What follows belongs to an exercise in optimizing a design on an open flow for a short achievable clock period and few clock cycles; a production flow would make more cautious choices.
In this exercise RTL edits were held to simulation tests only and were not proved equivalent to the original.

## v18
## mammal
module mammal (
      input clk,
      input rst,
      input [15:0] data_in,
      output logic [15:0] data_out,
      output logic [11:0] address,
      output logic memwt,
      input INT,
      output logic intack
);
localparam [3:0] OP_NOP=4'd0, OP_LDI=4'd1, OP_LD=4'd2, OP_ST=4'd3, OP_JZ=4'd4,
                 OP_JMP=4'd5, OP_ALU=4'd7, OP_PUSH=4'd8, OP_POP=4'd9,
                 OP_CALL=4'd10, OP_RET=4'd11, OP_STI=4'd12, OP_CLI=4'd13,
                 OP_IRET=4'd14;
logic s_iret2, s_int1, s_int2, s_int3, s_int4, s_halt;
wire  s_run = ~(s_iret2 | s_int1 | s_int2 | s_int3 | s_int4 | s_halt);
logic [11:0] addr_r;     
logic [15:0] dout_r;     
logic        memwt_r;    
logic [11:0] pc;         
logic [11:0] jt;         
logic [11:0] sp1;        
logic [15:0] r [0:7];    
logic        zf, ie;
logic        int_r;      
logic [11:0] vec;        
logic [15:0] c0, c1;
logic        cv0, cv1;
logic x_any, x_alu, x_ldi, x_ld, x_st, x_push, x_pop, x_call, x_ret, x_iret,
      x_sti, x_cli, x_halt;
logic x_poph, x_reth;    
logic [7:0]  wa;         
logic        wa_any, wb_any;   
logic [2:0]  wa_i, wb_i;       
logic [7:0]  wb;         
logic [7:0]  wl;         
logic [15:0] opa, opb;   
logic [15:0] res_r;      
logic        r7w1;       
logic s_add, s_sub, s_and, s_or, s_xor, s_shl, s_not, s_mov, s_inc, s_dec, s_top;
wire x_bus = x_ldi | x_ld | x_st | x_push | x_pop | x_call | x_ret | x_iret | x_halt;
wire [15:0] r7 = r[7];
wire [15:0] r7p1 = r7 + 16'd1;
wire [15:0] r7m1 = r7 - 16'd1;
wire r7busy = wa[7] | wb[7] | r7w1;
wire ie_after = x_sti | (ie & ~x_cli);
wire int_take = ie_after & int_r;
wire fetch = s_run & ~x_bus & ~int_take & ~r7busy;
wire go_int1 = s_run & ~x_any & int_take & ~r7busy;    
function automatic [15:0] add16(input [15:0] a, input [15:0] b, input cin);
  ...
Size in the first run: ~2,800 cells after synthesis, about 49 I/O pins, ~25,000 um^2 of cells after synthesis.
Settings: LEC_CHECK=0, CAP_MARGIN=20, CORE_MARGIN=2, CORE_UTILIZATION=40, SETUP_SLACK_MARGIN=5, SLEW_MARGIN=20; clock period 8.0 ns.
run.sh (not shown) runs the stock make flow with config.mk's settings and CLKGATE_MAP_FILE= SYNTH_SCRIPT=/design/flow/synth_recipe.tcl, a recipe that flattens the netlist after the stock synthesis.
v18 did not stop at any stage, and its layout met the timing, design-rule and antenna checks.
Testbench counts of v18, summed over its fixed seeds: cycles 81,025.
diff inputs: v18 => v11
--- a/flow/design.v
+++ b/flow/design.v
@@ -27,14 +27,12 @@
 logic [15:0] c0, c1;
 logic        cv0, cv1;
 logic x_any, x_alu, x_ldi, x_ld, x_st, x_push, x_pop, x_call, x_ret, x_iret,
       x_sti, x_cli, x_halt;
 logic x_poph, x_reth;    
 logic [7:0]  wa;         
-logic        wa_any, wb_any;   
-logic [2:0]  wa_i, wb_i;       
 logic [7:0]  wb;         
 logic [7:0]  wl;         
 logic [15:0] opa, opb;   
 logic [15:0] res_r;      
 logic        r7w1;       
 logic s_add, s_sub, s_and, s_or, s_xor, s_shl, s_not, s_mov, s_inc, s_dec, s_top;
@@ -99,21 +97,16 @@
 wire bz = ~|B;
 wire [15:0] result = ({16{s_add}} & sum) | ({16{s_sub}} & dif) | ({16{s_and}} & aab) |
                      ({16{s_or}} & aob) | ({16{s_xor}} & axb) | ({16{s_shl}} & shl) |
                      ({16{s_not}} & {15'b0, bz}) | ({16{s_mov}} & B) |
                      ({16{s_inc}} & inc) | ({16{s_dec}} & dec) | ({16{s_top}} & c0);
 wire z_add = ~axb[0] & (axb[15:1] == aob[14:0]);
-logic [15:0] pzr;
-always_comb
-  for (int m = 0; m < 16; m++) pzr[15 - m] = ~|(A & (16'hffff >> (15 - m)));
-wire [3:0] zu = {|(k0 & pzr[15:12]), |(k0 & pzr[11:8]), |(k0 & pzr[7:4]), |(k0 & pzr[3:0])};
-wire z_shl = (|B[15:4]) | (|(k1 & zu));
 wire z_sub = (A == B);
 wire z_none = ~(s_add | s_sub | s_and | s_or | s_xor | s_shl | s_not | s_mov | s_inc | s_dec);
 wire zres = (s_add & z_add) | (s_sub & z_sub) | (s_and & ~|aab) | (s_or & ~|aob) |
-            (s_xor & ~|axb) | (s_shl & z_shl) | (s_not & ~bz) | (s_mov & bz) |
+            (s_xor & ~|axb) | (s_shl & ~|shl) | (s_not & ~bz) | (s_mov & bz) |
             (s_inc & (&B)) | (s_dec & (B == 16'd1)) | z_none;
 wire zf_next = x_alu ? zres : zf;
 assign address = addr_r;
 assign data_out = dout_r;
 assign memwt = memwt_r;
 assign intack = s_int2;
@@ -172,15 +165,14 @@
 wire [7:0] db = 8'd1 << data_in[5:3];
 wire [7:0] dd = 8'd1 << data_in[2:0];
 wire [2:0] fn = data_in[11:9];
 wire [2:0] f7 = data_in[8:6];
 wire [11:0] pc_f = addr_r + 12'd1;            
 wire [11:0] jt_f = add12(addr_r, data_in[11:0]);  
-wire fa_r = wa_any & (data_in[8:6] == wa_i), fa_w = wb_any & (data_in[8:6] == wb_i);
-wire fb_r = wa_any & (data_in[5:3] == wa_i), fb_w = wb_any & (data_in[5:3] == wb_i);
-wire fa_7 = stk_inc & (data_in[8:6] == 3'd7), fb_7 = stk_inc & (data_in[5:3] == 3'd7);
+wire fa_r = |(wa & da), fa_w = |(wb & da), fa_7 = stk_inc & da[7];
+wire fb_r = |(wa & db), fb_w = |(wb & db), fb_7 = stk_inc & db[7];
 wire ga_w = ~fa_r & fa_w, ga_7 = ~fa_r & ~fa_w & fa_7, ga_f = ~fa_r & ~fa_w & ~fa_7;
 wire gb_w = ~fb_r & fb_w, gb_7 = ~fb_r & ~fb_w & fb_7, gb_f = ~fb_r & ~fb_w & ~fb_7;
 wire [15:0] rda = r[data_in[8:6]];
 wire [15:0] rdb = r[data_in[5:3]];
 wire [15:0] opa_e = ({16{ga_w}} & res_r) | ({16{ga_7}} & r7p1) | ({16{ga_f}} & rda);
 wire [15:0] opb_e = ({16{gb_w}} & res_r) | ({16{gb_7}} & r7p1) | ({16{gb_f}} & rdb);
@@ -222,23 +214,21 @@
   s_not <= n_alu & (fn == 3'd7) & (f7 == 3'd0);
   s_mov <= n_alu & (fn == 3'd7) & (f7 == 3'd1);
   s_inc <= n_alu & (fn == 3'd7) & (f7 == 3'd2);
   s_dec <= n_alu & (fn == 3'd7) & (f7 == 3'd3);
   s_top <= n_poph;
   if (s_int2) vec <= data_in[11:0];
-  wa_i <= data_in[2:0];
-  wb_i <= wa_i;
 end
 always_ff @(posedge clk) begin
   if (rst) begin
     s_iret2 <= 1'b0; s_int1 <= 1'b0; s_int2 <= 1'b0; s_int3 <= 1'b0; s_int4 <= 1'b0;
     s_halt <= 1'b0;
     x_any <= 1'b0; x_alu <= 1'b0; x_ldi <= 1'b0; x_ld <= 1'b0; x_st <= 1'b0;
     x_push <= 1'b0; x_pop <= 1'b0; x_call <= 1'b0; x_ret <= 1'b0; x_iret <= 1'b0;
     x_sti <= 1'b0; x_cli <= 1'b0; x_halt <= 1'b0; x_poph <= 1'b0; x_reth <= 1'b0;
-    wa <= 8'd0; wb <= 8'd0; wl <= 8'd0; r7w1 <= 1'b0; wa_any <= 1'b0; wb_any <= 1'b0;
+    wa <= 8'd0; wb <= 8'd0; wl <= 8'd0; r7w1 <= 1'b0;
     memwt_r <= 1'b0;
     pc <= 12'd0; zf <= 1'b0; ie <= 1'b0; int_r <= 1'b0;
   end else begin
     int_r <= INT;
     zf <= x_iret ? data_in[0] : zf_next;
     ie <= ~s_int1 & ie_after;
@@ -246,14 +236,12 @@
     s_int1 <= go_int1;
     s_int2 <= s_int1;
     s_int3 <= s_int2;
     s_int4 <= s_int3;
     if (x_halt) s_halt <= 1'b1;
     wb <= wa;
-    wb_any <= wa_any;
-    wa_any <= fetch & (n_alu | n_poph);
     r7w1 <= wb[7];
     memwt_r <= (fetch & (n_st | n_push | n_call)) | go_int1 | s_int1;
     x_any  <= fetch;
     x_alu  <= fetch & n_alu;
     x_ldi  <= fetch & n_ldi;
     x_ld   <= fetch & n_ld;
Results
v18 reached the end of the flow, and the finished layout is clean on the timing, design-rule and antenna checks.
v11 completed end to end with timing, DRC and antenna clean.
Of the two values seen for slowest cell on the critical path, dfxtp_4 was produced by v11 and inv_1 by v18.
[compare] base=v18 new=v11: area of the mapped netlist now smaller, instance count of the mapped netlist comparable.
The final reports for v11 and v18 show number of distinct standard cells referenced by the synthesized netlist lower in the former.
Delay of the slowest critical-path stage in v11 is 0.17 ns below v18.
Part of the cycle the worst path needs: v11 and v18 compared, lower one is v18
[compare] base=v18 new=v11: number of clock-tree buffers in the layout picked up an extra about 1.7%, post-route cell area saw a decrease, required time of the worst setup path up 0.04 ns, routed wire length went down 1.5 mm.
Testbench counts of v11, summed over its fixed seeds: cycles 81,025.

[separate check: timing with driven ports]
Ports are ideal in the flow. The routed layouts listed here were re-timed in OpenROAD.
Step 1: set_driving_cell puts a clkbuf_16 on clk and a buf_2 on each other input, an assumption about the parent block.
Step 2 times the ports against the registers' clock, not the clock port: input delays grow and output delays shrink by t, the midpoint of the rising clock arrivals with the driver on.
Slacks: ideal / step 1 / step 2; pairs: ideal / step 1.
| run | t (ns) | setup WS [ns] | latest minus earliest clock arrival (ns) |
|---|---|---|---|
| v18 | 0.647 | 4.765 / 4.765 / 4.125 | 0.037 / 0.037 |
| v11 | 0.651 | 4.652 / 4.652 / 4.048 | 0.037 / 0.037 |
After both steps setup and hold are still met in every run listed. For v18, which loses most, drivers alone change the setup slack by 0.000 ns; drivers and shift together by -0.640 ns.
